Context: an optimization exercise on an open-source flow, tuned for small area and a short achievable clock period. The choices shown serve that exercise and are no tape-out recipe.
Only simulation tests tie the RTL to the original design; equivalence was not proved.

## swt16_top
module swt16_top (
    input             clock,
    input             reset,
    output     [11:0] out_pmem_addr,
    input      [15:0] in_pmem_word,
    output     [11:0] out_dmem_rd_addr,
    input      [15:0] in_dmem_rd_word,
    output     [11:0] out_dmem_wr_addr,
    output     [15:0] out_dmem_wr_word,
    output            out_dmem_write_en,
    output            out_nop_in_WB
);
    reg [11:0] f_pc;         
    reg        f_bub;        
    reg [15:0] f_iw;         
    reg        f_stl;        
    reg [15:0] d_iw;         
    reg [11:0] d_pc;         
    reg        d_cyc;        
    reg        d_flush;
    reg        d_bub;
    reg [3:0]  d_rs2;        
    reg        d_u1, d_u2;   
    reg        p_e1, p_e2;   
    reg        p_z1, p_z2;   
    reg        p_m1, p_m2;   
    reg [15:0] e_a, e_b, e_c;
    reg        e_add, e_neg, e_mul, e_sll, e_srl, e_sra, e_and, e_or, e_xor;
    reg        e_beq, e_bgt, e_blt, e_br1, e_jmp;
    reg        e_ldw, e_ldbs, e_ldbu, e_stw, e_stb, e_wr, e_vex, e_vmem;
    reg [3:0]  e_rd;
    reg        e_flush, e_nop, e_c0;
    reg [15:0] m_res;
    reg [3:0]  m_rd;
    reg        m_wr, m_vmem, m_ldw, m_ldbs, m_ldbu, m_a0, m_nop;
    wire [255:0] rf_flat;
    wire [15:0]  rf_vld;
    wire [15:0] b_eff = e_b ^ {16{e_neg}};
    wire [15:0] sum   = e_a + b_eff + {15'd0, e_neg};
    wire        sum_z = (sum == 16'd0);
    wire        sum_n = sum[15];
    wire c0 = (e_beq & sum_z) | (e_bgt & ~sum_n & ~sum_z) | (e_blt & sum_n);
    wire set_pc   = ~e_flush & (e_jmp | (e_br1 & e_c0));
    wire flush_dx = set_pc;
    wire flush_if = set_pc | (~e_flush & c0);
    wire [15:0] prod;
    mul16lo u_mul (.a(e_a), .b(e_b), .p(prod));
    function [15:0] rev16(input [15:0] x);
        integer k;
        for (k = 0; k < 16; k = k + 1) rev16[k] = x[15-k];
    endfunction
    wire        sh_fill = e_sra & e_a[15];
    wire [15:0] sh_x    = e_sll ? rev16(e_a) : e_a;
    wire        sh_big  = |e_b[15:4];
  ...
Settings: LEC_CHECK=0, ABC_CLOCK_PERIOD_IN_PS=4000, CAP_MARGIN=20, CORE_MARGIN=2, CORE_UTILIZATION=60, SETUP_SLACK_MARGIN=5, SLEW_MARGIN=20; clock period 10.5 ns.
standard.sh (not shown) runs the stock make flow with config.mk's settings and CLKGATE_MAP_FILE= SYNTH_SCRIPT=/design/flow/synth_recipe.tcl, a recipe that flattens the netlist after the stock synthesis.
==> flow/flow/run.sh <==
#!/bin/bash
# Standard ORFS flow with two layout changes: port buffers use the smallest
# buffer cell (the resizer upsizes where needed), and clock tree synthesis
# adds no dummy loads.
set -uo pipefail
export BUFFER_PORTS_ARGS="-buffer_cell sky130_fd_sc_hd__buf_1"
export CTS_ARGS="-sink_clustering_enable -repair_clock_nets -dont_use_dummy_load -buf_list sky130_fd_sc_hd__clkbuf_8 -sink_clustering_size 14 -sink_clustering_max_diameter 60"
bash standard.sh synth > synth.log 2>&1 || exit 1
bash standard.sh finish > layout.log 2>&1 || exit 1
Then changed:
--- a/flow/design.v
+++ b/flow/design.v
@@ -392,25 +392,25 @@
     wire [31:0] sh_w    = {{16{sh_fill}}, sh_x} >> e_b[3:0];
     wire [15:0] sh_y    = sh_big ? {16{sh_fill}} : sh_w[15:0];
     wire [15:0] sh_res  = e_sll ? rev16(sh_y) : sh_y;
     wire s_add = e_add & ~e_flush & ~e_jmp;
     wire s_mul = e_mul & ~e_flush;
     wire s_shf = (e_sll | e_srl | e_sra) & ~e_flush;
     wire s_and = e_and & ~e_flush;
     wire s_or  = e_or  & ~e_flush;
     wire s_xor = e_xor & ~e_flush;
-    wire [15:0] e_rest = ({16{s_add}} & sum)
+    wire [15:0] e_res = ({16{s_add}} & sum)
+                      | ({16{s_mul}} & prod)
                       | ({16{s_shf}} & sh_res)
                       | ({16{s_and}} & (e_a & e_b))
                       | ({16{s_or}}  & (e_a | e_b))
                       | ({16{s_xor}} & (e_a ^ e_b))
                       | ({16{e_jmp}} & e_c);
-    wire [15:0] e_res = ({16{s_mul}} & prod) | e_rest;
     wire        e_ld  = e_ldw | e_ldbs | e_ldbu;
     wire        e_st  = e_stw | e_stb;
     wire [3:0]  e_rdx = e_flush ? 4'd0 : e_rd;
     assign out_dmem_rd_addr  = (~e_flush & e_ld) ? sum[11:0] : 12'd0;
     assign out_dmem_wr_addr  = (~e_flush & e_st) ? sum[11:0] : 12'd0;
     assign out_dmem_wr_word  = e_st ? e_c : 16'd0;
     assign out_dmem_write_en = e_stw & ~e_flush;
     wire        m_ld = m_ldw | m_ldbs | m_ldbu;
     wire [15:0] m_ldval = m_ldw ? in_dmem_rd_word
@@ -439,18 +439,20 @@
         rv1 = |(rf_vld & (16'd1 << rs1));
         rv2 = |(rf_vld & (16'd1 << rs2));
     end
     wire eq1E = e_flush ? p_z1 : p_e1;
     wire eq2E = e_flush ? p_z2 : p_e2;
     wire hitE1 = eq1E & e_vex;
     wire hitE2 = eq2E & e_vex;
     wire hitM1 = p_m1 & m_vmem;
     wire hitM2 = p_m2 & m_vmem;
+    wire [15:0] s1 = hitE1 ? e_res : hitM1 ? m_out : rv1 ? rf1 : 16'd0;
+    wire [15:0] s2 = hitE2 ? e_res : hitM2 ? m_out : rv2 ? rf2 : 16'd0;
     wire stall1 = eq1E & ~e_vex & ~p_m1 & m_vmem & ~d_cyc & d_u1;
     wire stall2 = eq2E & ~e_vex & ~p_m2 & m_vmem & ~d_cyc & d_u2;
     wire stall  = stall1 | stall2;
     wire kill   = d_flush | stall;
     wire c1 = d_cyc;
     wire u_jal  = isU & (d_iw[11:8] == 4'b0000);
     wire u_inc  = isU & (d_iw[11:8] == 4'b0001);
     wire u_incl = isU & (d_iw[11:8] == 4'b0010);
     wire u_li   = isU & (d_iw[11:8] == 4'b0011);
@@ -515,37 +517,29 @@
     wire b_s2   = o_inc | u_incl | o_br0 | o_stw | o_stb | o_rop;
     wire b_imm  = o_jal | o_li | o_apci | o_lho | o_lbo | o_lbuo;
     wire b_s1   = j_jalr | j_lh | j_lb | j_lbu;
     wire b_immA = u_lil;
     wire b_pc   = o_br1 | j_apc;
     wire c_s1   = o_stw | o_stb;
     wire [3:0]  immA = d_iw[15:12];
     wire [15:0] d_imm = f_bub ? 16'd0 : f_iw;
     wire [11:0] link = c1 ? f_pc : d_pc + 12'd2;
-    wire [15:0] s1e = hitM1 ? m_out : rv1 ? rf1 : 16'd0;    
-    wire [15:0] s2e = hitM2 ? m_out : rv2 ? rf2 : 16'd0;
-    wire ka = a_s1 & hitE1;
-    wire kb = (b_s2 & hitE2) | (b_s1 & hitE1);
-    wire kc = c_s1 & hitE1;
-    wire [15:0] a_early = ({16{a_s1 & ~hitE1}} & s1e)
+    wire [15:0] a_nx = ({16{a_s1}}   & s1)
                      | ({16{a_imm}}  & d_imm)
                      | ({16{a_immA}} & {{12{immA[3]}}, immA})
                      | ({16{a_pc}}   & {4'd0, d_pc});
-    wire [15:0] b_early = ({16{b_s2 & ~hitE2}} & s2e)
+    wire [15:0] b_nx = ({16{b_s2}}   & s2)
                      | ({16{b_imm}}  & d_imm)
-                     | ({16{b_s1 & ~hitE1}} & s1e)
+                     | ({16{b_s1}}   & s1)
                      | ({16{b_immA}} & {12'd0, immA})
                      | ({16{b_pc}}   & {4'd0, d_pc});
-    wire [15:0] c_early = ({16{c_s1 & ~hitE1}} & s1e)
+    wire [15:0] c_nx = ({16{c_s1}}   & s1)
                      | ({16{o_jmp}}  & {4'd0, link});
-    wire [15:0] a_nx = ({16{ka & s_mul}} & prod) | ({16{ka}} & e_rest) | a_early;
-    wire [15:0] b_nx = ({16{kb & s_mul}} & prod) | ({16{kb}} & e_rest) | b_early;
-    wire [15:0] c_nx = ({16{kc & s_mul}} & prod) | ({16{kc}} & e_rest) | c_early;
     wire [11:0] pc_next = stall ? f_pc : set_pc ? sum[11:0] : f_pc + 12'd2;
     assign out_pmem_addr = pc_next;
     wire [15:0] f_out   = flush_if ? 16'd0 : stall ? f_iw : in_pmem_word;
     wire [15:0] iw_n   = cyc_next ? d_iw : f_out;
     wire [3:0]  rs1_n  = iw_n[11:8];
     wire        isU_n  = (iw_n[3:0] == 4'b0001);
     wire        isR_n  = (iw_n[3:0] >= 4'b0110) && (iw_n[3:0] <= 4'b1110);
     wire        isSR_n = (iw_n[3:0] == 4'b0011) | isR_n;
     wire [3:0]  rs2_n  = isU_n ? iw_n[7:4] : iw_n[15:12];
Outcome: Worst setup slack got worse by 0.096 ns. First-iteration DRC count came out higher by about 2%. Non-clock buffer count came out higher by 27. Register-to-register slack got worse by 0.08 ns. Critical path depth came out higher by 2. Cell area came out higher by 0.70%. Via count came out lower by about 1.2%.

==> what the ideal ports hide <==
No port has a modelled driver above. Below, the same layouts with a new extraction and two added sets of constraints.
Step 1, drivers: a clkbuf_16 drives clock and a buf_2 each remaining input, both assumed.
Step 2, shift: input delay + t, output delay - t, t = (earliest + latest rising clock arrival at the registers) / 2. This alone moves slack from input paths to output paths.
Three values: ideal, step 1, step 2; two values: the first two.
run	shift t [ns]	slack for setup (ns)	latest minus earliest clock arrival (ns)	worst slew at a driven data input, ns	pins driven straight from the clock port
the first run	0.665	5.025 / 4.968 / 5.135	0.104 / 0.104	0.06	1
the second run	0.658	4.929 / 4.872 / 5.057	0.161 / 0.162	0.09	1
After both steps setup and hold are still met in every run listed.
